This design comes from an exercise in tuning for small area on the open sky130 flow, not from production work. Only simulation tests tie the RTL to the original design; equivalence was not proved. No activity file was given, so power comes from the tool's default toggle rates.

### flow/run.sh
#!/bin/bash
# Layout flow: the standard flow (standard.sh) with three changes:
#  - synthesis is synth_recipe.tcl with ABC using an area script (flow/area.abc),
#  - each port gets the smallest buffer (buf_1) instead of clkdlybuf4s50_1,
#  - clock tree synthesis uses clkbuf_8 on clusters of at most 16 flip-flops
#    and inserts no dummy loads.
# Each step's full log is in orfs/logs/; make's own output is in flow_make.log.
set -euo pipefail
W=$PWD
{ head -n 1 synth_recipe.tcl; cat flow/abc_area.tcl; tail -n +2 synth_recipe.tcl; } > flow_synth.tcl
export AREA_ABC_SCRIPT=$W/flow/area.abc
bash standard.sh \
  SYNTH_SCRIPT=$W/flow_synth.tcl \
  "BUFFER_PORTS_ARGS=-buffer_cell sky130_fd_sc_hd__buf_1" \
  "CTS_ARGS=-sink_clustering_enable -repair_clock_nets -dont_use_dummy_load -buf_list sky130_fd_sc_hd__clkbuf_8 -sink_clustering_size 16 -sink_clustering_max_diameter 55" \
  finish > flow_make.log 2>&1
### flow/abc_area.tcl
# Inserted into synth_recipe.tcl after its first line: ABC maps the logic with
# the area-oriented script flow/area.abc instead of ORFS's speed script.
# Registers are mapped before ABC runs and are left as they are.
proc abc {args} {
  set i [lsearch -exact $args -script]
  if { $i >= 0 } { lset args [expr { $i + 1 }] $::env(AREA_ABC_SCRIPT) }
  yosys abc {*}$args
}
### flow/area.abc
&get -n
&st
&dch
&nf -a -R 1000
&put
strash
&get -n
&st
&dch
&nf -a -R 1000
&put
strash
&get -n
&st
&dch
&nf -a -R 1000
&put
strash
&get -n
&st
&dch
&nf -a -R 1000
&put
strash
&get -n
&st
&dch
&nf -a -R 1000
&put
strash
&get -n
&st
&dch
&nf -a -R 1000
&put
strash
&get -n
&st
&dch
&nf -a -R 1000
&put
strash
&get -n
&st
&dch
&nf -a -R 1000
&put
strash
&get -n
&st
&dch
&nf -a -R 1000
&put
topo
### standard.sh
#!/bin/bash
# synth_recipe.tcl (not shown) runs the flow's synth.tcl, then flattens the netlist and writes it again
# the make line also repeats each setting of config.mk as NAME=value (left out here)
make -C /OpenROAD-flow-scripts/flow DESIGN_CONFIG=/design/flow/config.mk WORK_HOME=/design/flow/orfs CLKGATE_MAP_FILE= SYNTH_SCRIPT=/design/flow/synth_recipe.tcl "${@:-finish}"
### config.mk
export PLATFORM = sky130hd
export DESIGN_NAME = issue_queues
export DESIGN_NICKNAME = issue_queues
export VERILOG_FILES = /design/flow/design.v
export SDC_FILE = /design/flow/constraint.sdc
export NUM_CORES = 4
export LEC_CHECK = 0
export CAP_MARGIN = 10
export CELL_PAD_IN_SITES_DETAIL_PLACEMENT = 1
export CORE_MARGIN = 2
export CORE_UTILIZATION = 42
export PLACE_DENSITY = 0.52
export SLEW_MARGIN = 10
### constraint.sdc
create_clock -name core_clock -period 10.0 [get_ports {clk}]
set_input_delay 2.0000 -clock core_clock [delete_from_list [all_inputs] [get_ports {clk}]]
set_output_delay 2.0000 -clock core_clock [all_outputs]
set_load 0.01 [all_outputs]
### design.v
module iq_core #(
    parameter N       = 8,       
    parameter PW      = 37,      
    parameter INORDER = 0        
) (
    input                   clk,
    input                   rst_n,
    input                   flush,
    input                   wr_pause,
    input       [3:0]       en,          
    input       [4*PW-1:0]  pay_in,      
    input       [23:0]      s1_in,       
    input       [23:0]      s2_in,
    input       [3:0]       r1_in,       
    input       [3:0]       r2_in,
    input       [23:0]      wb,          
    input                   head_ok,     
    output      [PW-1:0]    head_pay,
    output                  pause,
    output                  granted,
    output  reg             sel_vld,
    output  reg [5:0]       sel_s1,
    output  reg [5:0]       sel_s2,
    output  reg [PW-1:0]    sel_pay
);
    reg  [N-1:0]    vld;
    reg  [N-1:0]    rdy1;
    reg  [N-1:0]    rdy2;
    reg  [6*N-1:0]  src1;
    reg  [6*N-1:0]  src2;
    reg  [PW*N-1:0] pay;
    function wake;
        input [5:0]  s;
        input [23:0] b;
        wake = (s == b[5:0]) | (s == b[11:6]) | (s == b[17:12]) | (s == b[23:18]);
    endfunction
    assign head_pay = pay[PW-1:0];
    wire [N-1:0] req = vld & rdy1 & rdy2;
    wire [N-1:0] grant;
    wire [N-1:0] shift;          
    genvar e;
    generate
        if (INORDER) begin : g_ino
            assign grant = {{(N-1){1'b0}}, req[0] & head_ok};
            assign shift = {N{req[0] & head_ok}};
        end else begin : g_ooo
            for (e = 0; e < N; e = e + 1) begin : g_gr
                if (e == 0) begin : g0
                    assign grant[0] = req[0];
                    assign shift[0] = req[0];
                end else begin : gn
                    assign grant[e] = req[e] & ~(|req[e-1:0]);
                    assign shift[e] = |req[e:0];
                end
            end
        end
    endgenerate
    assign granted = shift[N-1];
    wire [N:0] vnext;
    wire [N:0] vup = {1'b0, vld};
    assign vnext[N] = 1'b0;
    generate
        for (e = 0; e < N; e = e + 1) begin : g_vn
            assign vnext[e] = shift[e] ? vup[e+1] : vld[e];
        end
    endgenerate
    wire [N:0] first = {vnext[N-1:0], 1'b1} & ~vnext;
    wire ge1 = |en;
    wire ge2 = (en[0] & (en[1] | en[2] | en[3])) | (en[1] & (en[2] | en[3])) | (en[2] & en[3]);
    wire ge3 = (en[0] & en[1] & (en[2] | en[3])) | (en[2] & en[3] & (en[0] | en[1]));
    wire ge4 = &en;
    assign pause = (ge1 & vnext[N-1]) | (ge2 & vnext[N-2]) | (ge3 & vnext[N-3]) | (ge4 & vnext[N-4]);
    wire wr = ~wr_pause & ~pause;
    wire [1:0] c2 = en[0] + en[1];
    wire [1:0] c3 = en[0] + en[1] + en[2];
    wire [3:0] rk0 = 4'b0001;
    wire [3:0] rk1 = en[0] ? 4'b0010 : 4'b0001;
    wire [3:0] rk2 = 4'b0001 << c2;
    wire [3:0] rk3 = 4'b0001 << c3;
    wire [15:0] rk = {rk3, rk2, rk1, rk0};
    generate
        for (e = 0; e < N; e = e + 1) begin : g_ent
            wire [3:0] ws;
            genvar k;
            for (k = 0; k < 4; k = k + 1) begin : g_ws
                wire [3:0] at;
                genvar j;
                for (j = 0; j < 4; j = j + 1) begin : g_j
                    if (e - j >= 0) begin : g_ok
                        assign at[j] = rk[4*k+j] & first[e-j];
                    end else begin : g_no
                        assign at[j] = 1'b0;
                    end
                end
                assign ws[k] = wr & en[k] & (|at);
            end
            wire nw   = |ws;
            wire sh   = ~nw & shift[e];
            wire hold = ~nw & ~shift[e];
            wire [5:0]    a1 = src1[6*e +: 6];
            wire [5:0]    a2 = src2[6*e +: 6];
            wire [PW-1:0] ap = pay[PW*e +: PW];
            wire          w1 = rdy1[e] | wake(a1, wb);
            wire          w2 = rdy2[e] | wake(a2, wb);
            wire [5:0]    b1;
            wire [5:0]    b2;
            wire [PW-1:0] bp;
            wire          x1;
            wire          x2;
            if (e < N-1) begin : g_up
                assign b1 = src1[6*(e+1) +: 6];
                assign b2 = src2[6*(e+1) +: 6];
                assign bp = pay[PW*(e+1) +: PW];
                assign x1 = rdy1[e+1] | wake(b1, wb);
                assign x2 = rdy2[e+1] | wake(b2, wb);
            end else begin : g_top
                assign b1 = 6'd0;
                assign b2 = 6'd0;
                assign bp = {PW{1'b0}};
                assign x1 = 1'b0;
                assign x2 = 1'b0;
            end
            always @(posedge clk or negedge rst_n) begin
                if (!rst_n)
                    vld[e] <= 1'b0;
                else
                    vld[e] <= ~flush & (nw | vnext[e]);
            end
            always @(posedge clk) begin
                rdy1[e] <= (ws[0] & r1_in[0]) | (ws[1] & r1_in[1]) | (ws[2] & r1_in[2]) | (ws[3] & r1_in[3]) |
                           (sh & x1) | (hold & w1);
                rdy2[e] <= (ws[0] & r2_in[0]) | (ws[1] & r2_in[1]) | (ws[2] & r2_in[2]) | (ws[3] & r2_in[3]) |
                           (sh & x2) | (hold & w2);
                src1[6*e +: 6] <= ({6{ws[0]}} & s1_in[5:0]) | ({6{ws[1]}} & s1_in[11:6]) |
                                  ({6{ws[2]}} & s1_in[17:12]) | ({6{ws[3]}} & s1_in[23:18]) |
                                  ({6{sh}} & b1) | ({6{hold}} & a1);
                src2[6*e +: 6] <= ({6{ws[0]}} & s2_in[5:0]) | ({6{ws[1]}} & s2_in[11:6]) |
                                  ({6{ws[2]}} & s2_in[17:12]) | ({6{ws[3]}} & s2_in[23:18]) |
                                  ({6{sh}} & b2) | ({6{hold}} & a2);
                pay[PW*e +: PW] <= ({PW{ws[0]}} & pay_in[0*PW +: PW]) | ({PW{ws[1]}} & pay_in[1*PW +: PW]) |
                                   ({PW{ws[2]}} & pay_in[2*PW +: PW]) | ({PW{ws[3]}} & pay_in[3*PW +: PW]) |
                                   ({PW{sh}} & bp) | ({PW{hold}} & ap);
            end
        end
    endgenerate
    reg [5:0]    o1;
    reg [5:0]    o2;
    reg [PW-1:0] op;
    integer i;
    always @(*) begin
        if (INORDER) begin
            o1 = src1[5:0];
            o2 = src2[5:0];
            op = pay[PW-1:0];
        end else begin
            o1 = 6'd0;
            o2 = 6'd0;
            op = {PW{1'b0}};
            for (i = 0; i < N; i = i + 1) begin
                o1 = o1 | ({6{grant[i]}} & src1[6*i +: 6]);
                o2 = o2 | ({6{grant[i]}} & src2[6*i +: 6]);
                op = op | ({PW{grant[i]}} & pay[PW*i +: PW]);
            end
        end
    end
    always @(posedge clk or negedge rst_n) begin
        if (!rst_n)
            sel_vld <= 1'b0;
        else
            sel_vld <= ~flush & granted;
    end
    always @(posedge clk) begin
        sel_s1  <= o1;
        sel_s2  <= o2;
        sel_pay <= op;
    end
endmodule
module iq_nc #(
    parameter N       = 4,
    parameter PW      = 107,
    parameter INORDER = 0        
) (
    input                   clk,
    input                   rst_n,
    input                   flush,
    input                   wr_pause,
    input       [3:0]       en,
    input       [4*PW-1:0]  pay_in,
    input       [23:0]      s1_in,
    input       [23:0]      s2_in,
    input       [3:0]       r1_in,
    input       [3:0]       r2_in,
    input       [23:0]      wb,
    input                   head_ok,
    output      [PW-1:0]    head_pay,
    output                  pause,
    output                  granted,
    output  reg             sel_vld,
    output  reg [5:0]       sel_s1,
    output  reg [5:0]       sel_s2,
    output  reg [PW-1:0]    sel_pay
);
    reg  [N-1:0]    vld;
    reg  [N-1:0]    rdy1;
    reg  [N-1:0]    rdy2;
    reg  [6*N-1:0]  src1;
    reg  [6*N-1:0]  src2;
    reg  [PW*N-1:0] pay;
    reg  [N*N-1:0]  old_;        
    function wake;
        input [5:0]  s;
        input [23:0] b;
        wake = (s == b[5:0]) | (s == b[11:6]) | (s == b[17:12]) | (s == b[23:18]);
    endfunction
    wire [N-1:0] req = vld & rdy1 & rdy2;
    wire [N-1:0] grant;
    wire [N-1:0] head;           
    genvar e, j;
    generate
        for (e = 0; e < N; e = e + 1) begin : g_gr
            wire [N-1:0] older;  
            for (j = 0; j < N; j = j + 1) begin : g_b
                if (j < e) begin : g_lo
                    assign older[j] = old_[j*N+e];
                end else if (j > e) begin : g_hi
                    assign older[j] = ~old_[e*N+j];
                end else begin : g_eq
                    assign older[j] = 1'b0;
                end
            end
            if (INORDER) begin : g_ino
                assign head[e]  = vld[e] & ~(|(vld & older));
                assign grant[e] = head[e] & req[e] & head_ok;
            end else begin : g_ooo
                assign head[e]  = 1'b0;
                assign grant[e] = req[e] & ~(|(req & older));
            end
        end
    endgenerate
    assign granted = INORDER ? |grant : |req;
    reg [PW-1:0] hp;
    integer h;
    always @(*) begin
        hp = {PW{1'b0}};
        for (h = 0; h < N; h = h + 1)
            hp = hp | ({PW{head[h]}} & pay[PW*h +: PW]);
    end
    assign head_pay = hp;
    wire [N-1:0] fr = ~vld | grant;
    integer c;
    reg [3:0] nfree;
    reg [2:0] need;
    always @(*) begin
        nfree = 3'd0;
        for (c = 0; c < N; c = c + 1)
            nfree = nfree + fr[c];
        need = en[0] + en[1] + en[2] + en[3];
    end
    assign pause = {1'b0, need} > nfree;
    wire wr = ~wr_pause & ~pause;
    wire [1:0] c2 = en[0] + en[1];
    wire [1:0] c3 = en[0] + en[1] + en[2];
    wire [3:0] rk0 = 4'b0001;
    wire [3:0] rk1 = en[0] ? 4'b0010 : 4'b0001;
    wire [3:0] rk2 = 4'b0001 << c2;
    wire [3:0] rk3 = 4'b0001 << c3;
    wire [15:0] rk = {rk3, rk2, rk1, rk0};
    wire [N-1:0] nwv;
    generate
        for (e = 0; e < N; e = e + 1) begin : g_ent
            reg [3:0] below;
            always @(*) begin
                below = 3'd0;
                for (c = 0; c < e; c = c + 1)
                    below = below + fr[c];
            end
            wire [3:0] at = (below < 4'd4) ? (4'b0001 << below[1:0]) : 4'b0000;
            wire [3:0] ws;
            genvar k;
            for (k = 0; k < 4; k = k + 1) begin : g_ws
                assign ws[k] = wr & fr[e] & en[k] & (|(rk[4*k +: 4] & at));
            end
            wire nw   = |ws;
            wire hold = ~nw;
            assign nwv[e] = nw;
            wire [5:0]    a1 = src1[6*e +: 6];
            wire [5:0]    a2 = src2[6*e +: 6];
            wire [PW-1:0] ap = pay[PW*e +: PW];
            always @(posedge clk or negedge rst_n) begin
                if (!rst_n)
                    vld[e] <= 1'b0;
                else
                    vld[e] <= ~flush & (nw | (vld[e] & ~grant[e]));
            end
            always @(posedge clk) begin
                rdy1[e] <= (ws[0] & r1_in[0]) | (ws[1] & r1_in[1]) | (ws[2] & r1_in[2]) | (ws[3] & r1_in[3]) |
                           (hold & (rdy1[e] | wake(a1, wb)));
                rdy2[e] <= (ws[0] & r2_in[0]) | (ws[1] & r2_in[1]) | (ws[2] & r2_in[2]) | (ws[3] & r2_in[3]) |
                           (hold & (rdy2[e] | wake(a2, wb)));
                src1[6*e +: 6] <= ({6{ws[0]}} & s1_in[5:0]) | ({6{ws[1]}} & s1_in[11:6]) |
                                  ({6{ws[2]}} & s1_in[17:12]) | ({6{ws[3]}} & s1_in[23:18]) |
                                  ({6{hold}} & a1);
                src2[6*e +: 6] <= ({6{ws[0]}} & s2_in[5:0]) | ({6{ws[1]}} & s2_in[11:6]) |
                                  ({6{ws[2]}} & s2_in[17:12]) | ({6{ws[3]}} & s2_in[23:18]) |
                                  ({6{hold}} & a2);
                pay[PW*e +: PW] <= ({PW{ws[0]}} & pay_in[0*PW +: PW]) | ({PW{ws[1]}} & pay_in[1*PW +: PW]) |
                                   ({PW{ws[2]}} & pay_in[2*PW +: PW]) | ({PW{ws[3]}} & pay_in[3*PW +: PW]) |
                                   ({PW{hold}} & ap);
            end
        end
        for (e = 0; e < N; e = e + 1) begin : g_age
            for (j = e + 1; j < N; j = j + 1) begin : g_aj
                always @(posedge clk)
                    old_[e*N+j] <= nwv[j] | (~nwv[e] & old_[e*N+j]);
            end
        end
    endgenerate
    reg [5:0]    o1;
    reg [5:0]    o2;
    reg [PW-1:0] op;
    integer i;
    always @(*) begin
        o1 = 6'd0;
        o2 = 6'd0;
        op = {PW{1'b0}};
        for (i = 0; i < N; i = i + 1) begin
            o1 = o1 | ({6{grant[i]}} & src1[6*i +: 6]);
            o2 = o2 | ({6{grant[i]}} & src2[6*i +: 6]);
            op = op | ({PW{grant[i]}} & pay[PW*i +: PW]);
        end
    end
    always @(posedge clk or negedge rst_n) begin
        if (!rst_n)
            sel_vld <= 1'b0;
        else
            sel_vld <= ~flush & granted;
    end
    always @(posedge clk) begin
        sel_s1  <= o1;
        sel_s2  <= o2;
        sel_pay <= op;
    end
endmodule
module issue_queues (
    input clk,
    input rst_n,
    input flush,
    input wr_pause,
    input CACOP_already,
    input INVTLB_already,
    input AGU_busy,
    input inst0_PR_dest_en,
    input inst0_PR_source1_en,
    input inst0_PR_source2_en,
    input inst0_PR_source1_rdy,
    input inst0_PR_source2_rdy,
    input [5:0] inst0_PR_dest,
    input [5:0] inst0_PR_source1,
    input [5:0] inst0_PR_source2,
    input [5:0] inst0_ROB_ID,
    input inst0_ALU0_en,
    input [4:0] inst0_ALU0_op,
    input [19:0] inst0_ALU0_imm,
    input inst0_ALU1_en,
    input [2:0] inst0_ALU1_op,
    input inst0_AGU_en,
    input [3:0] inst0_AGU_op,
    input [16:0] inst0_AGU_imm,
    input inst0_BRU_en,
    input [3:0] inst0_BRU_op,
    input [25:0] inst0_BRU_imm,
    input [31:0] inst0_PC,
    input [31:0] inst0_target_PC,
    input inst1_PR_dest_en,
    input inst1_PR_source1_en,
    input inst1_PR_source2_en,
    input inst1_PR_source1_rdy,
    input inst1_PR_source2_rdy,
    input [5:0] inst1_PR_dest,
    input [5:0] inst1_PR_source1,
    input [5:0] inst1_PR_source2,
    input [5:0] inst1_ROB_ID,
    input inst1_ALU0_en,
    input [4:0] inst1_ALU0_op,
    input [19:0] inst1_ALU0_imm,
    input inst1_ALU1_en,
    input [2:0] inst1_ALU1_op,
    input inst1_AGU_en,
    input [3:0] inst1_AGU_op,
    input [16:0] inst1_AGU_imm,
    input inst1_BRU_en,
    input [3:0] inst1_BRU_op,
    input [25:0] inst1_BRU_imm,
    input [31:0] inst1_PC,
    input [31:0] inst1_target_PC,
    input inst2_PR_dest_en,
    input inst2_PR_source1_en,
    input inst2_PR_source2_en,
    input inst2_PR_source1_rdy,
    input inst2_PR_source2_rdy,
    input [5:0] inst2_PR_dest,
    input [5:0] inst2_PR_source1,
    input [5:0] inst2_PR_source2,
    input [5:0] inst2_ROB_ID,
    input inst2_ALU0_en,
    input [4:0] inst2_ALU0_op,
    input [19:0] inst2_ALU0_imm,
    input inst2_ALU1_en,
    input [2:0] inst2_ALU1_op,
    input inst2_AGU_en,
    input [3:0] inst2_AGU_op,
    input [16:0] inst2_AGU_imm,
    input inst2_BRU_en,
    input [3:0] inst2_BRU_op,
    input [25:0] inst2_BRU_imm,
    input [31:0] inst2_PC,
    input [31:0] inst2_target_PC,
    input inst3_PR_dest_en,
    input inst3_PR_source1_en,
    input inst3_PR_source2_en,
    input inst3_PR_source1_rdy,
    input inst3_PR_source2_rdy,
    input [5:0] inst3_PR_dest,
    input [5:0] inst3_PR_source1,
    input [5:0] inst3_PR_source2,
    input [5:0] inst3_ROB_ID,
    input inst3_ALU0_en,
    input [4:0] inst3_ALU0_op,
    input [19:0] inst3_ALU0_imm,
    input inst3_ALU1_en,
    input [2:0] inst3_ALU1_op,
    input inst3_AGU_en,
    input [3:0] inst3_AGU_op,
    input [16:0] inst3_AGU_imm,
    input inst3_BRU_en,
    input [3:0] inst3_BRU_op,
    input [25:0] inst3_BRU_imm,
    input [31:0] inst3_PC,
    input [31:0] inst3_target_PC,
    input [5:0] dest_ALU0,
    input [5:0] dest_ALU1,
    input [5:0] dest_AGU,
    input [5:0] dest_BRU,
    output wr_ALU0_IQ_pause,
    output wr_ALU1_IQ_pause,
    output wr_AGU_IQ_pause,
    output wr_BRU_IQ_pause,
    output ALU0_selected_vld,
    output ALU0_select_vld,
    output [4:0] ALU0_select_op,
    output [19:0] ALU0_select_imm,
    output [5:0] ALU0_select_dest,
    output [5:0] ALU0_select_source1,
    output [5:0] ALU0_select_source2,
    output [5:0] ALU0_select_ROB_ID,
    output ALU1_select_vld,
    output [2:0] ALU1_select_op,
    output [5:0] ALU1_select_dest,
    output [5:0] ALU1_select_source1,
    output [5:0] ALU1_select_source2,
    output [5:0] ALU1_select_ROB_ID,
    output AGU_select_vld,
    output [3:0] AGU_select_op,
    output [16:0] AGU_select_imm,
    output AGU_select_dest_en,
    output [5:0] AGU_select_dest,
    output [5:0] AGU_select_source1,
    output [5:0] AGU_select_source2,
    output [5:0] AGU_select_ROB_ID,
    output BRU_selected_vld,
    output BRU_select_vld,
    output BRU_select_dest_en,
    output [31:0] BRU_select_PC,
    output [31:0] BRU_select_target_PC,
    output [25:0] BRU_select_imm,
    output [3:0] BRU_select_op,
    output [5:0] BRU_select_dest,
    output [5:0] BRU_select_source1,
    output [5:0] BRU_select_source2,
    output [5:0] BRU_select_ROB_ID
);
    wire [23:0] wb = {dest_BRU, dest_AGU, dest_ALU1, dest_ALU0};
    wire [23:0] s1 = {inst3_PR_source1, inst2_PR_source1, inst1_PR_source1, inst0_PR_source1};
    wire [23:0] s2 = {inst3_PR_source2, inst2_PR_source2, inst1_PR_source2, inst0_PR_source2};
    wire [3:0]  r1 = {(~inst3_PR_source1_en | inst3_PR_source1_rdy), (~inst2_PR_source1_en | inst2_PR_source1_rdy), (~inst1_PR_source1_en | inst1_PR_source1_rdy), (~inst0_PR_source1_en | inst0_PR_source1_rdy)};
    wire [3:0]  r2 = {(~inst3_PR_source2_en | inst3_PR_source2_rdy), (~inst2_PR_source2_en | inst2_PR_source2_rdy), (~inst1_PR_source2_en | inst1_PR_source2_rdy), (~inst0_PR_source2_en | inst0_PR_source2_rdy)};
    wire [3:0]  q1 = {inst3_PR_source1_rdy, inst2_PR_source1_rdy, inst1_PR_source1_rdy, inst0_PR_source1_rdy};
    wire [3:0]  q2 = {inst3_PR_source2_rdy, inst2_PR_source2_rdy, inst1_PR_source2_rdy, inst0_PR_source2_rdy};
    wire [36:0] alu0_pay;
    iq_core #(.N(8), .PW(37), .INORDER(0)) u_alu0 (
        .clk(clk), .rst_n(rst_n), .flush(flush), .wr_pause(wr_pause),
        .en({inst3_ALU0_en, inst2_ALU0_en, inst1_ALU0_en, inst0_ALU0_en}),
        .pay_in({inst3_ALU0_op, inst3_ALU0_imm, inst3_PR_dest, inst3_ROB_ID, inst2_ALU0_op, inst2_ALU0_imm, inst2_PR_dest, inst2_ROB_ID, inst1_ALU0_op, inst1_ALU0_imm, inst1_PR_dest, inst1_ROB_ID, inst0_ALU0_op, inst0_ALU0_imm, inst0_PR_dest, inst0_ROB_ID}),
        .s1_in(s1), .s2_in(s2), .r1_in(r1), .r2_in(r2), .wb(wb),
        .head_ok(1'b1), .head_pay(),
        .pause(wr_ALU0_IQ_pause), .granted(ALU0_selected_vld),
        .sel_vld(ALU0_select_vld), .sel_s1(ALU0_select_source1), .sel_s2(ALU0_select_source2),
        .sel_pay(alu0_pay)
    );
    assign {ALU0_select_op, ALU0_select_imm, ALU0_select_dest, ALU0_select_ROB_ID} = alu0_pay;
    wire [14:0] alu1_pay;
    iq_nc #(.N(4), .PW(15), .INORDER(0)) u_alu1 (
        .clk(clk), .rst_n(rst_n), .flush(flush), .wr_pause(wr_pause),
        .en({inst3_ALU1_en, inst2_ALU1_en, inst1_ALU1_en, inst0_ALU1_en}),
        .pay_in({inst3_ALU1_op, inst3_PR_dest, inst3_ROB_ID, inst2_ALU1_op, inst2_PR_dest, inst2_ROB_ID, inst1_ALU1_op, inst1_PR_dest, inst1_ROB_ID, inst0_ALU1_op, inst0_PR_dest, inst0_ROB_ID}),
        .s1_in(s1), .s2_in(s2), .r1_in(q1), .r2_in(q2), .wb(wb),
        .head_ok(1'b1), .head_pay(),
        .pause(wr_ALU1_IQ_pause), .granted(),
        .sel_vld(ALU1_select_vld), .sel_s1(ALU1_select_source1), .sel_s2(ALU1_select_source2),
        .sel_pay(alu1_pay)
    );
    assign {ALU1_select_op, ALU1_select_dest, ALU1_select_ROB_ID} = alu1_pay;
    wire [33:0] agu_pay;
    wire [33:0] agu_head;
    wire [3:0]  agu_head_op = agu_head[32:29];
    wire        agu_ok = ~AGU_busy & ~((agu_head_op == 4'b0000) & INVTLB_already)
                                   & ~((agu_head_op == 4'b0001) & CACOP_already);
    iq_core #(.N(8), .PW(34), .INORDER(1)) u_agu (
        .clk(clk), .rst_n(rst_n), .flush(flush), .wr_pause(wr_pause),
        .en({inst3_AGU_en, inst2_AGU_en, inst1_AGU_en, inst0_AGU_en}),
        .pay_in({inst3_PR_dest_en, inst3_AGU_op, inst3_AGU_imm, inst3_PR_dest, inst3_ROB_ID, inst2_PR_dest_en, inst2_AGU_op, inst2_AGU_imm, inst2_PR_dest, inst2_ROB_ID, inst1_PR_dest_en, inst1_AGU_op, inst1_AGU_imm, inst1_PR_dest, inst1_ROB_ID, inst0_PR_dest_en, inst0_AGU_op, inst0_AGU_imm, inst0_PR_dest, inst0_ROB_ID}),
        .s1_in(s1), .s2_in(s2), .r1_in(r1), .r2_in(r2), .wb(wb),
        .head_ok(agu_ok), .head_pay(agu_head),
        .pause(wr_AGU_IQ_pause), .granted(),
        .sel_vld(AGU_select_vld), .sel_s1(AGU_select_source1), .sel_s2(AGU_select_source2),
        .sel_pay(agu_pay)
    );
    assign {AGU_select_dest_en, AGU_select_op, AGU_select_imm, AGU_select_dest, AGU_select_ROB_ID} = agu_pay;
    wire [106:0] bru_pay;
    iq_nc #(.N(4), .PW(107), .INORDER(0)) u_bru (
        .clk(clk), .rst_n(rst_n), .flush(flush), .wr_pause(wr_pause),
        .en({inst3_BRU_en, inst2_BRU_en, inst1_BRU_en, inst0_BRU_en}),
        .pay_in({inst3_PR_dest_en, inst3_PC, inst3_target_PC, inst3_BRU_imm, inst3_BRU_op, inst3_PR_dest, inst3_ROB_ID, inst2_PR_dest_en, inst2_PC, inst2_target_PC, inst2_BRU_imm, inst2_BRU_op, inst2_PR_dest, inst2_ROB_ID, inst1_PR_dest_en, inst1_PC, inst1_target_PC, inst1_BRU_imm, inst1_BRU_op, inst1_PR_dest, inst1_ROB_ID, inst0_PR_dest_en, inst0_PC, inst0_target_PC, inst0_BRU_imm, inst0_BRU_op, inst0_PR_dest, inst0_ROB_ID}),
        .s1_in(s1), .s2_in(s2), .r1_in(r1), .r2_in(r2), .wb(wb),
        .head_ok(1'b1), .head_pay(),
        .pause(wr_BRU_IQ_pause), .granted(BRU_selected_vld),
        .sel_vld(BRU_select_vld), .sel_s1(BRU_select_source1), .sel_s2(BRU_select_source2),
        .sel_pay(bru_pay)
    );
    assign {BRU_select_dest_en, BRU_select_PC, BRU_select_target_PC, BRU_select_imm, BRU_select_op,
            BRU_select_dest, BRU_select_ROB_ID} = bru_pay;
endmodule
==> impl_metrics.toml, run 1 <==
[grt]
grt-ovfl-total = 0
grt_start_max_net_pins = 122
grt_first_pass_wirelength_um = 778000
first_global_vias = 109000
antenna_found_initial = 159
grt_use_total = 0.494

[die]
rows = 166
die_x_um = 458
start_util = 0.423
core_area_um2 = 205000
die_h_um = 458
num_io_pins = 986
die-area_um2 = 210000

[place]
preCtsSetupSlack_ns = 2.20
hpwlAfterDp_um = 299000
gp_congestion = 0.938
numPortBuffers = 985

[synthesis]
ys_seq_elements = 1673
synth_seq_area_share = 0.388
syn_nets = 10000
syn_avg_cell_area_um2 = 9.35
synthArstFlopShare = 0.0167
synth_edf_count = 0
yosysUniqueCellTypes = 39
synth_cells = 9270
synthFlopType = "dfxtp_1"
ys_warn_count = 4
synthesis.area_um2 = 86600

[clocking]
path_clk_slew_ns = 0.11
cts_hold_buf = 0
cts_repair_resize_count = 0
clock_latency_ns = 1.06
htreeDepth = 4
cts_made_buffers = 182
numClockSinks = 1673
postCtsSetupRepairBufs = 0
cts_buffer_depth = 3
tritoncts = "done"
root_buffer = "clkbuf_8"

[finish]
syn2layout_area_growth_pct = 15.2
drive_gt1_frac = 0.0630
nNetsFinal = 11400
nFillCells = 24000

[critical_path]
cp_data_required_time_ns = 8.00
start_kind = "primary input"
cp-end-kind = "output pin"
crit_type = "in -> out"
r2r_slack_ns = 2.66
r2r-start = "u_alu0.vld[1]$_DFF_PN0_"
crit_arrival_ns = 5.56
cp_max_fo = 8
r2r-end = "u_alu0.pay[203]$_DFF_P_"
worstRegToRegCells = 16

[timing]
rsz0062_at_grt = "no"
max-slew-margin-rel = 0.0887
hold_viol_final = 0
setup_ws_ns = 2.44
fin_skew_ns = 0.103
worst_pin_slew_ns = 1.37
drv_slew = 0
final.setup.tns_ns = 0
min_period_ns = 7.56
final.period_utilization = 0.756
max_freq_mhz = 132
finalSetupViolCount = 0

[routing]
vias = 109000
wire_per_inst_um = 40.7
ant_nets = 0
drt-total-wl_um = 548000
drc = 0
first_pass_iters = 17
viasPerCell = 8.09
first_iter_violations = 29100

[run_status]
status = "no timing/DRC/antenna violations"

[power_and_ir_drop]
peakVddDrop_mv = 0.375
totalPowerFinal_mw = 34.9
leakage_nw = 39.1
cellPowerDensity_nw_per_um2 = 350

[hold_path]
min_from = "u_agu.pay[12]$_DFF_P_"
worstHoldPathCells = 0
hold_end = "u_agu.sel_pay[12]$_DFF_P_"
hold_path_class = "reg -> reg"

[run]
max_cap_violations = 0
==> cells in the final DEF, fill, tap and decap left out, types with 7 or more instances in the layout <==
master / Yosys / layout
a21oi_4: 0 / 12
a22oi_1: 1171 / 1171
nor2_1: 131 / 65
buf_12: 0 / 9
o311ai_0: 12 / 11
o22ai_1: 7 / 7
and3_1: 17 / 10
dfrtp_1: 28 / 28
clkbuf_4: 0 / 24
a211oi_4: 0 / 17
nor2_4: 0 / 61
diode_2: 0 / 117
buf_1: 0 / 876
clkinv_1: 38 / 37
buf_4: 0 / 214
nor4_1: 171 / 154
nor3_2: 0 / 10
dfxtp_1: 1645 / 1645
or4_1: 15 / 15
a31oi_4: 0 / 11
fa_1: 8 / 8
clkbuf_8: 0 / 182
a21oi_1: 97 / 85
ha_1: 28 / 27
nand3_1: 636 / 636
a31oi_1: 48 / 37
o21ai_0: 42 / 41
a222oi_1: 1858 / 1858
nand2b_1: 17 / 17
nor3_1: 57 / 44
nor2b_1: 18 / 18
xnor2_1: 448 / 448
nand2_1: 1931 / 1928
nor4_2: 0 / 13
and2_0: 10 / 8
nand4_1: 78 / 78
clkbuf_2: 0 / 85
xor2_1: 709 / 709
mux2i_1: 9 / 9
==> final cells by class <==
class / instances / area (µm²) / area share
Clock buffer: 182 / 2500 / 0.0251
Multi-Input combinational cell: 7559 / 54200 / 0.543
Timing Repair Buffer: 1208 / 5680 / 0.0569
Tap cell: 2688 / 3360 / 0.0337
Inverter: 38 / 144 / 0.00144
Antenna cell: 117 / 293 / 0.00293
Sequential cell: 1673 / 33600 / 0.337
==> cell families (layout without fill, tap and decap cells) <==
group,Yosys count,after routing,share of synthesized area
AOI/OAI and AO/OA,3269,3269,0.333
xor gates and xnor gates,1157,1157,0.117
adders and majority gates,37,37,0.00601
buffers and inverters,38,1428,0.00165
DFF,1673,1673,0.388
muxes,9,9,0.00104
other,0,117,0
and+or+nand+nor,3087,3087,0.154
==> worst max-delay path, cell delays in order <==
cell	delay (ns)
buf_1	0.44
clkinv_1	0.39
ha_1	0.41
clkinv_1	0.21
fa_1	0.43
clkinv_1	0.06
ha_1	0.22
ha_1	0.31
nand2_1	0.06
nor2_1	0.09
a211oi_1	0.06
a311oi_2	0.29
buf_1	0.57
==> cell usage after synthesis, drive strengths merged (15+ instances only) <==
cell type / instances / area, µm²
and3: 17 / 106
ha: 28 / 350
nor3: 57 / 285
a22oi: 1171 / 8790
nand2b: 17 / 106
nor2b: 18 / 113
nand2: 1931 / 7250
a31oi: 48 / 300
o21ai: 42 / 210
nor2: 131 / 492
xnor2: 448 / 3920
a211oi: 19 / 143
xor2: 709 / 6210
a222oi: 1858 / 18600
dfxtp: 1645 / 32900
nor4: 171 / 1070
dfrtp: 28 / 701
nand4: 78 / 488
clkinv: 38 / 143
nand3: 636 / 3180
or4: 15 / 113
a21oi: 97 / 485
==> stage by stage <==
step	hold WS [ns]	instances	utilization	cell area (µm²)
2_1_floorplan	0.332	9270	-	86900
3_3_place_gp	0.340	13200	0.474	97000
3_5_place_dp	0.339	13200	0.474	97000
4_1_cts	0.329	13300	0.486	99500
5_1_grt	0.327	13400	0.487	99700
6_report	0.323	13500	0.487	99800
==> routing by layer <==
layer	share of wire	GRT usage	vias to the layer above
li1	-	-	42300
met3	0.15	0.165	2668
met2	0.42	0.728	10200
met1	0.35	0.588	53700
met5	0.0012	0.00253	-
met4	0.084	0.387	92
==> registers in the layout, indices dropped and copies added (netlist names), 34 cells and up <==
signal          count
u_alu0.pay        296
u_alu0.src2        48
u_agu.src2         48
u_agu.sel_pay      34
u_agu.pay         272
u_alu1.pay         60
u_alu0.src1        48
u_alu0.sel_pay     37
u_bru.sel_pay     107
u_bru.pay         428
u_agu.src1         48
==> power by group <==
group          internal, mW  switching [mW]  total, mW
Sequential             10.0            3.37       13.4
Combinational          6.10            11.2       17.3
Clock                  1.61            2.61       4.22
==> worst max path at each step <==
stage / startpoint / to / slack [ns] / cells after the start
finish: inst0_BRU_en / wr_BRU_IQ_pause / 2.44 / 13
global route: u_alu1.vld[3]$_DFF_PN0_ / wr_ALU1_IQ_pause / 2.23 / 13
CTS: inst0_BRU_en / wr_BRU_IQ_pause / 2.45 / 13
detailed placement: inst0_BRU_en / u_bru.pay[29]$_DFF_P_ / 2.20 / 20
global placement: inst0_BRU_en / u_bru.pay[96]$_DFF_P_ / 2.38 / 20
floorplan: u_bru.vld[1]$_DFF_PN0_ / u_bru.rdy1[2]$_DFF_P_ / -6.26 / 22
==> run 2: changes to the inputs <==
--- a/design.v
+++ b/design.v
@@ -487,7 +487,7 @@
     wire [3:0]  q1 = {inst3_PR_source1_rdy, inst2_PR_source1_rdy, inst1_PR_source1_rdy, inst0_PR_source1_rdy};
     wire [3:0]  q2 = {inst3_PR_source2_rdy, inst2_PR_source2_rdy, inst1_PR_source2_rdy, inst0_PR_source2_rdy};
     wire [36:0] alu0_pay;
-    iq_core #(.N(8), .PW(37), .INORDER(0)) u_alu0 (
+    iq_nc #(.N(8), .PW(37), .INORDER(0)) u_alu0 (
         .clk(clk), .rst_n(rst_n), .flush(flush), .wr_pause(wr_pause),
         .en({inst3_ALU0_en, inst2_ALU0_en, inst1_ALU0_en, inst0_ALU0_en}),
         .pay_in({inst3_ALU0_op, inst3_ALU0_imm, inst3_PR_dest, inst3_ROB_ID, inst2_ALU0_op, inst2_ALU0_imm, inst2_PR_dest, inst2_ROB_ID, inst1_ALU0_op, inst1_ALU0_imm, inst1_PR_dest, inst1_ROB_ID, inst0_ALU0_op, inst0_ALU0_imm, inst0_PR_dest, inst0_ROB_ID}),
==> run 2 against run 1 <==
Compared with the run above:
- still clean on timing, DRC and antenna
- worst hold slack got worse by 0.017 ns
- cell count fell by 2.1%
- combinational power up about 40%
- routed wire length down 0.86%
- worst setup slack lost 1.6 ns
- fmax shrank 17%
- sequential power rose by 4%
- largest cell class unchanged
==> impl_metrics.toml, run 2 <==
[run_status]
status = "no timing/DRC/antenna violations"

[synthesis]
synth_seq_area_share = 0.397
synthFlopType = "dfxtp_1"
synthTopCellsByCount = "a222oi_1 (1865), nand2_1 (1837), dfxtp_1 (1673)"
post-synth-top-count-cell = "a222oi_1"
synth_edf_count = 0
synthesis.area_um2 = 86100
synth_top_area_frac = 0.389
syn_avg_cell_area_um2 = 9.59
ys_warn_count = 4
synth_area_leaders = "dfxtp_1 (39%), a222oi_1 (22%), a22oi_1 (10%), nand2_1 (8.0%), xor2_1 (7.1%)"
ys_seq_elements = 1701
syn_nets = 9771
synth_cells = 8981
synth_top_area_cell = "dfxtp_1"
synthArstFlopShare = 0.0165
yosysUniqueCellTypes = 48

[finish]
nFillCells = 23600
reg_top3 = "u_bru.pay x428, u_alu0.pay x296, u_agu.pay x272"
largest_register = "u_bru.pay"
nNetsFinal = 11200
largest_reg_flops = 428
layout_common_cells = "a222oi_1 (1865), nand2_1 (1834), dfxtp_1 (1673)"
syn2layout_area_growth_pct = 15.2
final_cell_area_um2 = 99200
multi_input_area_um2 = 52900
seqCellArea_um2 = 34200
final_common_cell = "a222oi_1"
drive_gt1_frac = 0.0661

[place]
numPortBuffers = 985
dpl_cell_area_um2 = 96500
gp_congestion = 0.939
hpwlAfterDp_um = 301000

[die]
die_h_um = 457
core_area_um2 = 204000
rows = 166
num_io_pins = 986
start_util = 0.422
die-area_um2 = 209000
die_x_um = 457

[power_and_ir_drop]
peakVddDrop_mv = 0.931
cellPowerDensity_nw_per_um2 = 426
leakage_nw = 39.5
totalPowerFinal_mw = 42.3

[timing]
whs_ns = 0.306
max_freq_mhz = 109
finalSetupViolCount = 0
max-slew-margin-rel = 0.0182
hold_viol_final = 0
rsz0062_at_grt = "no"
min_period_ns = 9.15
drv_slew = 0
fin_skew_ns = 0.0867
final.period_utilization = 0.915
worst_pin_slew_ns = 1.47

[routing]
drc = 0
viasPerCell = 8.11
ant_nets = 0
first_iter_violations = 28500
first_pass_iters = 17
wire_per_inst_um = 41.2
drt-total-wl_um = 543000
vias = 107000

[clocking]
root_buffer = "clkbuf_8"
cts_made_buffers = 179
clock_latency_ns = 1.05
tritoncts = "done"
cts_buffer_depth = 3
path_clk_slew_ns = 0.11
htreeDepth = 4
cts_repair_resize_count = 0
cts_hold_buf = 0
postCtsSetupRepairBufs = 0
numClockSinks = 1701

[critical_path]
cp_slowest_cell = "xor2_1"
max_stage_delay_ns = 0.68
crit_family = "adder cells"
start_kind = "flop"
crit_type = "reg -> out"
crit_arrival_ns = 7.15
crit_chain = "and3_1, a21oi_1, o21ai_0, a21oi_1, o221ai_1, nor2_4, nand2b_1, clkinv_1, fa_1, clkinv_1, ha_1, ha_1, ha_1, ha_1, xor2_1, ha_1, clkinv_1, ha_1, a21o_1, a21oi_1, a31oi_1, o21ai_0, a21oi_1, buf_1"
cp_data_required_time_ns = 8.00
crit_buf_inv = 4
worst_path_most_repeated_cell = "ha_1"
cp_max_fo = 9
cp-end-kind = "output pin"

[grt]
grt_use_total = 0.490
grt-ovfl-total = 0
grt_start_max_net_pins = 123
grt_first_pass_wirelength_um = 767000
antenna_found_initial = 145
first_global_vias = 106000

[run]
max_cap_violations = 0

[hold_path]
hold_path_class = "reg -> reg"
[run 2: cell type report]
| class | instances | area share |
|---|---|---|
| clock buffers | 179 | 0.0248 |
| diodes | 109 | 0.00275 |
| well taps | 2688 | 0.0339 |
| multi-input cells | 7227 | 0.533 |
| flip-flops and latches | 1701 | 0.345 |
| inverters | 53 | 0.00209 |
| repair buffers | 1231 | 0.0589 |
[run 2: logic make-up after synthesis]
group / Yosys count / synth area share
adder cells (fa/ha/maj): 55 / 0.00904
multiplexers: 7 / 0.000828
AND/OR/NAND/NOR: 2679 / 0.133
buffers and inverters: 53 / 0.00231
flip-flops: 1701 / 0.397
AO/OA/AOI/OAI: 3316 / 0.339
XOR/XNOR: 1170 / 0.119
[run 2: per-stage QoR]
stage | util | setup WS, ns | std cells | setup TNS, ns
global placement | 0.473 | 1.87 | 12900 | 0
global route | 0.486 | 0.335 | 13200 | 0
floorplan | - | -6.06 | 8981 | -4686.85
CTS | 0.485 | 0.886 | 13100 | 0
finish | 0.486 | 0.847 | 13200 | 0
detailed placement | 0.473 | 1.68 | 12900 | 0
[run 2: power breakdown]
group / switching, mW / internal (mW)
clock network: 2.61 / 1.58
logic: 15.9 / 8.29
registers: 3.39 / 10.5
[run 2: worst paths after layout]
path                                               from                  endpoint  slack, ns  depth (start not counted)
worst max register to register  u_alu0.vld[1]$_DFF_PN0_   u_alu0.src2[47]$_DFF_P_       1.46                         30
worst max-delay path            u_alu0.vld[1]$_DFF_PN0_          wr_ALU0_IQ_pause       0.85                         24
min in group asynchronous                         rst_n   u_agu.sel_vld$_DFF_PN0_       1.16                          2
max in group asynchronous                         rst_n   u_bru.sel_vld$_DFF_PN0_       8.24                          2
worst min-delay path               u_agu.pay[1]$_DFF_P_  u_agu.sel_pay[1]$_DFF_P_       0.31                          0
worst min register to register     u_agu.pay[1]$_DFF_P_  u_agu.sel_pay[1]$_DFF_P_       0.31                          0
[run 2: layer usage]
metal  vias up  share of wire  global-route usage  routed length, µm
met4        84          0.077               0.340              41600
met2     10200           0.42               0.715             226000
met3      2338           0.15               0.165              83100
met1     53100           0.35               0.605             192000
met5         -         0.0014             0.00850                774
li1      41200              -                   -                  -
==> run 3: changes to the inputs <==
--- a/config.mk
+++ b/config.mk
@@ -8,6 +8,6 @@
 export CAP_MARGIN = 10
 export CELL_PAD_IN_SITES_DETAIL_PLACEMENT = 1
 export CORE_MARGIN = 2
-export CORE_UTILIZATION = 42
-export PLACE_DENSITY = 0.52
+export CORE_UTILIZATION = 36
+export PLACE_DENSITY = 0.45
 export SLEW_MARGIN = 10
==> run 3 against run 2 <==
Compared with the run above:
- combinational power is essentially flat
- sequential share of layout area is 0.36 points lower
- synthesized area is the same
- critical endpoint unchanged
- largest power group unchanged
==> impl_metrics.toml, run 3 <==
[routing]
vias = 105000
met2RoutedLength_um = 241000
dr.max_layer_used = "met5"
ant_nets = 0
drt-total-wl_um = 563000
viasPerCell = 7.69
first_iter_violations = 24700
met3_length_um = 76400
first_pass_iters = 27
drc = 0
wl_met1_um = 209000
wire_per_inst_um = 41.2

[clocking]
tritoncts = "done"
path_clk_slew_ns = 0.09
numClockSinks = 1701
cts_made_buffers = 204
cts_hold_buf = 0
clock_latency_ns = 1.09
cts_repair_resize_count = 0
postCtsSetupRepairBufs = 0
cts_buffer_depth = 3
htreeDepth = 4
root_buffer = "clkbuf_8"

[synthesis]
synth_top_area_frac = 0.389
synthArstFlopShare = 0.0165
synthesis.area_um2 = 86100
ys_warn_count = 4
post-synth-top-count-cell = "a222oi_1"
synth_cells = 8981
syn_avg_cell_area_um2 = 9.59
synthFlopType = "dfxtp_1"
synth_edf_count = 0
synthTopCellsByCount = "a222oi_1 (1865), nand2_1 (1837), dfxtp_1 (1673)"
ys_seq_elements = 1701
synth_seq_area_share = 0.397
yosysUniqueCellTypes = 48
syn_nets = 9771
synth_area_leaders = "dfxtp_1 (39%), a222oi_1 (22%), a22oi_1 (10%), nand2_1 (8.0%), xor2_1 (7.1%)"
synth_top_area_cell = "dfxtp_1"

[timing]
max-slew-margin-rel = 0.0955
drv_slew = 0
final.period_utilization = 0.949
worst_pin_slew_ns = 1.36
hold_viol_final = 0
finalSetupViolCount = 0
max_freq_mhz = 105
setup_ws_ns = 0.507
fin_skew_ns = 0.118
min_period_ns = 9.49
final.setup.tns_ns = 0
rsz0062_at_grt = "no"

[critical_path]
cp-end-kind = "output pin"
cp_max_fo = 9
worst_path_most_repeated_cell = "ha_1"
start_kind = "flop"
crit_chain = "and3_1, a21oi_1, o21ai_0, a21oi_1, o221ai_1, nor2_4, nand2b_1, clkinv_1, fa_1, clkinv_1, ha_1, ha_1, ha_1, ha_1, xor2_1, ha_1, clkinv_1, ha_1, a21o_1, a21oi_1, a31oi_1, o21ai_0, a21oi_1, buf_1"
cp_data_required_time_ns = 8.00
crit_family = "adder cells"
crit_arrival_ns = 7.49
crit_type = "reg -> out"
max_stage_delay_ns = 0.70
cp_slowest_cell = "xor2_1"
crit_buf_inv = 4

[place]
place_inst = 13400
hpwlAfterDp_um = 308000
numPortBuffers = 985
preCtsSetupSlack_ns = 1.60
gp_congestion = 0.921

[finish]
nNetsFinal = 11200
instances_no_fill = 13700
largest_register = "u_bru.pay"
largest_reg_flops = 428
layout_common_cells = "a222oi_1 (1865), nand2_1 (1834), dfxtp_1 (1673)"
reg_top3 = "u_bru.pay x428, u_alu0.pay x296, u_agu.pay x272"
nFillCells = 27400
syn2layout_area_growth_pct = 16.4
drive_gt1_frac = 0.0699
final_common_cell = "a222oi_1"

[hold_path]
hold_path_class = "reg -> reg"

[die]
rows = 179
core_area_um2 = 238000
die_x_um = 493
num_io_pins = 986
start_util = 0.362
die-area_um2 = 243000
die_h_um = 493

[power_and_ir_drop]
totalPowerFinal_mw = 42.5
leakage_nw = 39.7
peakVddDrop_mv = 0.732
cellPowerDensity_nw_per_um2 = 423

[grt]
grt_start_max_net_pins = 126
grt-ovfl-total = 0
grt_use_total = 0.436
antenna_found_initial = 165
first_global_vias = 105000
grt_first_pass_wirelength_um = 786000

[run_status]
status = "no timing/DRC/antenna violations"

[run]
max_cap_violations = 0
## run 3: changes by cell type in the layout (fill, tap and decap cells not counted), moves of 4 or more
cell      change
clkbuf_8     +25
buf_1        -20
clkbuf_2     +20
buf_12        +7
buf_4         -6
diode_2       -5
clkbuf_4      -4
## run 3: worst paths after layout
kind	slack, ns	endpoint	cells after the start	from
hold reg to reg	0.34	u_agu.sel_pay[8]$_DFF_P_	0	u_agu.pay[8]$_DFF_P_
min in group asynchronous	1.15	u_alu1.sel_vld$_DFF_PN0_	2	rst_n
hold / removal	0.34	u_agu.sel_pay[8]$_DFF_P_	0	u_agu.pay[8]$_DFF_P_
setup reg to reg	1.31	u_alu0.rdy2[2]$_DFF_P_	29	u_alu0.vld[1]$_DFF_PN0_
max in group asynchronous	8.27	u_bru.vld[2]$_DFF_PN0_	2	rst_n
setup / recovery	0.51	wr_ALU0_IQ_pause	24	u_alu0.vld[1]$_DFF_PN0_
## run 3: layout make-up
type                    instances  area [µm²]  share of cell area
flip-flops and latches       1701       34200               0.341
repair buffers               1228        5940              0.0592
multi-input cells            7227       52900               0.528
diodes                        104         260             0.00260
clock buffers                 204        2810              0.0280
inverters                      53         208             0.00207
well taps                    3167        3960              0.0395
## run 3: routing by layer
layer | track usage | vias to the layer above
li1 | - | 41300
met1 | 0.547 | 53200
met2 | 0.650 | 8796
met3 | 0.132 | 1904
met4 | 0.276 | 102
met5 | 0 | -
## run 3: kinds of logic (layout without fill, tap and decap cells)
logic type,Yosys count,in the layout,synth area share
AOI/OAI and AO/OA,3316,3316,0.339
muxes,7,7,0.000828
and+or+nand+nor,2679,2679,0.133
adders and majority gates,55,55,0.00904
buffers and inverters,53,1485,0.00231
xor gates and xnor gates,1170,1170,0.119
DFF,1701,1701,0.397
other,0,104,0
## run 3: power by group
group | leakage [nW] | internal, mW | switching (mW)
clock network | 1.47 | 1.79 | 2.69
logic | 23.9 | 8.31 | 15.8
registers | 14.4 | 10.5 | 3.32
total | 39.7 | 20.6 | 21.9
## run 3: worst register-to-register path: cells and delay by family (launching register included)
kind / cells / cell delay [ns]
xor gates and xnor gates: 1 / 0.70
adders and majority gates: 7 / 2.84
buffers and inverters: 4 / 1.17
and+or+nand+nor: 7 / 1.96
AOI/OAI and AO/OA: 10 / 1.52
DFF: 1 / 0.40
## run 3: metrics by stage
stage          hold WS, ns  area, µm²   util
6_report             0.340     100000  0.422
5_1_grt              0.323     100000  0.421
4_1_cts              0.333     100000  0.421
3_5_place_dp         0.338      97200  0.409
3_3_place_gp         0.340      97200  0.409
2_1_floorplan        0.331      86400      -

## what the ideal ports hide
In the flow no input, the clock included, has a driving cell. The finished layouts below were timed again as built, in two steps.
Step 1 (the two cells are an assumption about what drives the block):
set clk [get_ports {clk}]
set_driving_cell -lib_cell sky130_fd_sc_hd__clkbuf_16 $clk
set_driving_cell -lib_cell sky130_fd_sc_hd__buf_2 [delete_from_list [all_inputs] $clk]
Step 2 times the ports against the registers' clock, not the clock port: input delays grow and output delays shrink by t, the midpoint of the rising clock arrivals with the driver on.
a / b / c = ideal / step 1 / step 2; a / b = the first two.
run	shift t [ns]	setup slack, ns	clock arrival spread, ns	slew at the worst register clock pin (ns)	worst slew at a driven data input, ns
run 1	1.122	2.441 / 2.223 / 1.917	0.114 / 0.114	0.11 / 0.11	0.30
run 2	1.115	0.847 / 0.736 / 1.460	0.101 / 0.101	0.11 / 0.11	0.23
run 3	1.139	0.507 / 0.399 / 1.307	0.119 / 0.119	0.12 / 0.12	0.24
After both steps setup and hold are still met in every run listed. The setup slack of run 1, which loses most, moves by -0.218 ns with the drivers and by -0.524 ns with both steps.
